This is an optimization exercise on Yosys and OpenROAD, whose aim is small area and a short achievable clock period, not a production implementation.
Where RTL was checked, it was by simulation tests only, not by an equivalence proof against the original.

Design square_extractor, start of the top module:
module square_extractor #(
	parameter WIDTH = 32
)(
	input clk,     
	input rst_n,   
	input din_valid,
	input [2 * WIDTH - 1:0]radicand,
	output dout_valid,
	output [WIDTH - 1:0]dout,
	output [2 * WIDTH - 1:0]remainder
);
	wire [2:0] qn3;
	wire [3:0] r3;
	wire [2:0] q3_t;
	wire [5:0] sq3_t;
	assign q3_t = (radicand[63:58] >= 6'd49) ? 3'd7 : (radicand[63:58] >= 6'd36) ? 3'd6 : (radicand[63:58] >= 6'd25) ? 3'd5 : (radicand[63:58] >= 6'd16) ? 3'd4 : (radicand[63:58] >= 6'd9) ? 3'd3 : (radicand[63:58] >= 6'd4) ? 3'd2 : (radicand[63:58] >= 6'd1) ? 3'd1 : 3'd0;
	assign sq3_t = (radicand[63:58] >= 6'd49) ? 6'd49 : (radicand[63:58] >= 6'd36) ? 6'd36 : (radicand[63:58] >= 6'd25) ? 6'd25 : (radicand[63:58] >= 6'd16) ? 6'd16 : (radicand[63:58] >= 6'd9) ? 6'd9 : (radicand[63:58] >= 6'd4) ? 6'd4 : (radicand[63:58] >= 6'd1) ? 6'd1 : 6'd0;
	assign qn3 = ~q3_t;
	wire [5:0] r3_t = radicand[63:58] - sq3_t;
	assign r3 = r3_t[3:0];
	wire [57:0] x3 = radicand[57:0];
	reg v_s0;
	reg [2:0] qn_s0;
  ...
Size: about 9,000 cells after synthesis, ~160 I/O pins.
export LEC_CHECK = 0
export ABC_AREA = 1
export CAP_MARGIN = 20
export CORE_MARGIN = 2
export CORE_UTILIZATION = 40
export CTS_CLUSTER_DIAMETER = 200
export CTS_CLUSTER_SIZE = 20
export SETUP_SLACK_MARGIN = 3.1
export SLEW_MARGIN = 20
create_clock -name core_clock -period 5.5 [get_ports {clk}]
standard.sh (not shown) runs the stock make flow with config.mk's settings and CLKGATE_MAP_FILE= SYNTH_SCRIPT=/design/flow/synth_recipe.tcl, a recipe that flattens the netlist after the stock synthesis.
==> flow/flow/run.sh <==
#!/bin/bash
# Own flow: the standard layout (standard.sh, all steps unchanged), except
# that synthesis skips Yosys's extract_fa step and maps the combinational
# logic with flow/abc.script (ORFS's abc_area.script); see flow/synth.tcl.
# Each step's full output goes to a log file of its own in this folder.
set -euo pipefail
W=$(pwd)
export OWN_WORK=$W
export OWN_ABC_SCRIPT=$W/flow/abc.script
for step in synth floorplan place cts route finish; do
  bash standard.sh SYNTH_SCRIPT=$W/flow/synth.tcl $step > $W/$step.log 2>&1
done
==> flow/flow/abc.script <==
strash
dch
map -B 0.9
topo
stime -c
buffer -c
upsize -c
dnsize -c
==> flow/flow/synth.tcl <==
# The standard flow's synthesis script (synth_recipe.tcl in the work folder), without
# Yosys's extract_fa step (ORFS's mapping of full and half adders onto the
# library's fa/ha cells) and with Yosys's abc pass run on flow/abc.script.
# Only the mapping of the combinational logic changes; the flip-flops and
# their names are the standard synthesis's.
proc extract_fa {args} { puts "own flow: extract_fa skipped" }
proc abc {args} {
  set i [lsearch $args -script]
  lset args [expr {$i + 1}] $::env(OWN_ABC_SCRIPT)
  puts "own flow: abc $args"
  yosys abc {*}$args
}
source $::env(OWN_WORK)/synth_recipe.tcl
The baseline passed the timing, design-rule and antenna checks.
Edit:
--- a/flow/design.v
+++ b/flow/design.v
@@ -3441,17 +3441,17 @@
 		if (!rst_n) v_s20 <= 1'b0;
 		else v_s20 <= v_s19;
 	always @(posedge clk) begin qn_s20 <= qn31; r_s20 <= r31; x_s20 <= x31; end
 	wire [31:0] qn32;
 	wire [32:0] r32;
 	square_row31 u_step31 (.r(r_s20), .qn(qn_s20), .b(x_s20[1:0]), .nr(r32), .nqn(qn32));
 	reg v_s21;
-	reg [31:0] q_s21;
+	reg [31:0] qn_s21;
 	reg [32:0] r_s21;
 	always @(posedge clk or negedge rst_n)
 		if (!rst_n) v_s21 <= 1'b0;
 		else v_s21 <= v_s20;
-	always @(posedge clk) begin q_s21 <= ~qn32; r_s21 <= r32; end
+	always @(posedge clk) begin qn_s21 <= qn32; r_s21 <= r32; end
 	assign dout_valid = v_s21;
-	assign dout = q_s21;
+	assign dout = ~qn_s21;
 	assign remainder = {31'b0, r_s21};
 endmodule
Cell count came out lower by 0.95%.
Critical path depth climbs by 2.
Worst setup slack improves by 0.038 ns.
Synthesized area climbs by 0.74%.
Count of clock-buffer cells in the layout stays the same.
Utilization came out lower by 1.6 points.
Sequential share of layout area increases by 0.90 points.
Register-to-register slack gets better by 0.04 ns.
Non-clock buffer count falls by 98.
First-iteration DRC count drops by 5.8%.
Via count shrinks by 0.96%.
Function not checked in the first run of this note: the RTL went through the layout flow alone.


Another version of the RTL of square_extractor (not shown whole).
For scale: about 8900 cells after synthesis.
Design square_extractor, start of the top module:
module square_extractor #(
	parameter WIDTH = 32
)(
	input clk,     
	input rst_n,   
	input din_valid,
	input [2 * WIDTH - 1:0]radicand,
	output dout_valid,
	output [WIDTH - 1:0]dout,
	output [2 * WIDTH - 1:0]remainder
);
	wire [2:0] qn3;
	wire [3:0] r3;
	wire [2:0] q3_t;
	wire [5:0] sq3_t;
	assign q3_t = (radicand[63:58] >= 6'd49) ? 3'd7 : (radicand[63:58] >= 6'd36) ? 3'd6 : (radicand[63:58] >= 6'd25) ? 3'd5 : (radicand[63:58] >= 6'd16) ? 3'd4 : (radicand[63:58] >= 6'd9) ? 3'd3 : (radicand[63:58] >= 6'd4) ? 3'd2 : (radicand[63:58] >= 6'd1) ? 3'd1 : 3'd0;
	assign sq3_t = (radicand[63:58] >= 6'd49) ? 6'd49 : (radicand[63:58] >= 6'd36) ? 6'd36 : (radicand[63:58] >= 6'd25) ? 6'd25 : (radicand[63:58] >= 6'd16) ? 6'd16 : (radicand[63:58] >= 6'd9) ? 6'd9 : (radicand[63:58] >= 6'd4) ? 6'd4 : (radicand[63:58] >= 6'd1) ? 6'd1 : 6'd0;
	assign qn3 = ~q3_t;
	wire [5:0] r3_t = radicand[63:58] - sq3_t;
	assign r3 = r3_t[3:0];
	wire [57:0] x3 = radicand[57:0];
	reg v_s0;
	reg [2:0] qn_s0;
	reg [3:0] r_s0;
	reg [57:0] x_s0;
	always @(posedge clk or negedge rst_n)
		if (!rst_n) v_s0 <= 1'b0;
		else v_s0 <= din_valid;
	always @(posedge clk) begin qn_s0 <= qn3; r_s0 <= r3; x_s0 <= x3; end
	wire [4:0] qn5;
	wire [5:0] r5;
	square_row4_3 u_step3 (.r(r_s0), .qn(qn_s0), .b(x_s0[57:54]), .nr(r5), .nqn(qn5));
	wire [53:0] x5 = x_s0[53:0];
	reg v_s1;
	reg [4:0] qn_s1;
	reg [5:0] r_s1;
	reg [53:0] x_s1;
	always @(posedge clk or negedge rst_n)
		if (!rst_n) v_s1 <= 1'b0;
		else v_s1 <= v_s0;
	always @(posedge clk) begin qn_s1 <= qn5; r_s1 <= r5; x_s1 <= x5; end
	wire [6:0] qn7;
	wire [7:0] r7;
  ...
export LEC_CHECK = 0
export ABC_AREA = 1
export CAP_MARGIN = 20
export CORE_MARGIN = 2
export CORE_UTILIZATION = 40
export CTS_CLUSTER_DIAMETER = 200
export CTS_CLUSTER_SIZE = 20
export SETUP_SLACK_MARGIN = 3.1
export SLEW_MARGIN = 20
create_clock -name core_clock -period 5.5 [get_ports {clk}]
Scripts as last shown in full above: flow/flow/run.sh, flow/flow/abc.script, flow/flow/synth.tcl
Next try:
--- a/flow/design.v
+++ b/flow/design.v
@@ -3398,18 +3398,18 @@
 	always @(posedge clk or negedge rst_n)
 		if (!rst_n) v_s21 <= 1'b0;
 		else v_s21 <= v_s20;
 	always @(posedge clk) begin qn_s21 <= qn31; r_s21 <= r31; x_s21 <= x31; end
 	wire [31:0] qn32;
 	wire [32:0] r32;
 	square_row31 u_step31 (.r(r_s21), .qn(qn_s21), .b(x_s21[1:0]), .nr(r32), .nqn(qn32));
 	reg v_s22;
-	reg [31:0] q_s22;
+	reg [31:0] qn_s22;
 	reg [32:0] r_s22;
 	always @(posedge clk or negedge rst_n)
 		if (!rst_n) v_s22 <= 1'b0;
 		else v_s22 <= v_s21;
-	always @(posedge clk) begin q_s22 <= ~qn32; r_s22 <= r32; end
+	always @(posedge clk) begin qn_s22 <= qn32; r_s22 <= r32; end
 	assign dout_valid = v_s22;
-	assign dout = q_s22;
+	assign dout = ~qn_s22;
 	assign remainder = {31'b0, r_s22};
 endmodule
Effect:
- setup slack gets better by 0.0034 ns
- global-route usage came out higher by 0.28 points
- via count is about the same
- wire length came out lower slightly
- final area came out higher slightly
- cell count came out lower slightly
- die area came out lower slightly
- clock-buffer cell count does not change
- fmax is about the same
- hold slack gets better by 0.020 ns
- critical path depth came out higher by 1
Function not checked in the first run of this note: the RTL went through the layout flow alone.

-- re-timing with driven ports --
How much do the figures lean on ideal ports? The routed layouts below were timed once more, with nothing changed but the port constraints.
Step 1 assumes that a clkbuf_16 drives the clock port and a buf_2 every other input.
Step 2 adds t to the input delays and takes it off the output delays; t is the mean of the earliest and latest rising clock arrival at the registers after step 1. Input paths then give back, and output paths get back, about the clock's delay inside the block.
Slacks: ideal / step 1 / step 2; pairs: ideal / step 1.
run	t (ns)	setup WS [ns]	worst setup path at the end
the first run of note 1	0.790	3.115 / 3.102 / 2.597	input to register
the second run of note 1	0.797	3.153 / 3.080 / 2.645	input to register
the first run of note 2	0.786	3.157 / 3.077 / 2.600	input to register
the second run of note 2	0.793	3.160 / 3.082 / 2.627	input to register
After both steps setup and hold are still met in every run listed. The setup slack of the first run of note 2, which loses most, moves by -0.080 ns with the drivers and by -0.557 ns with both steps.
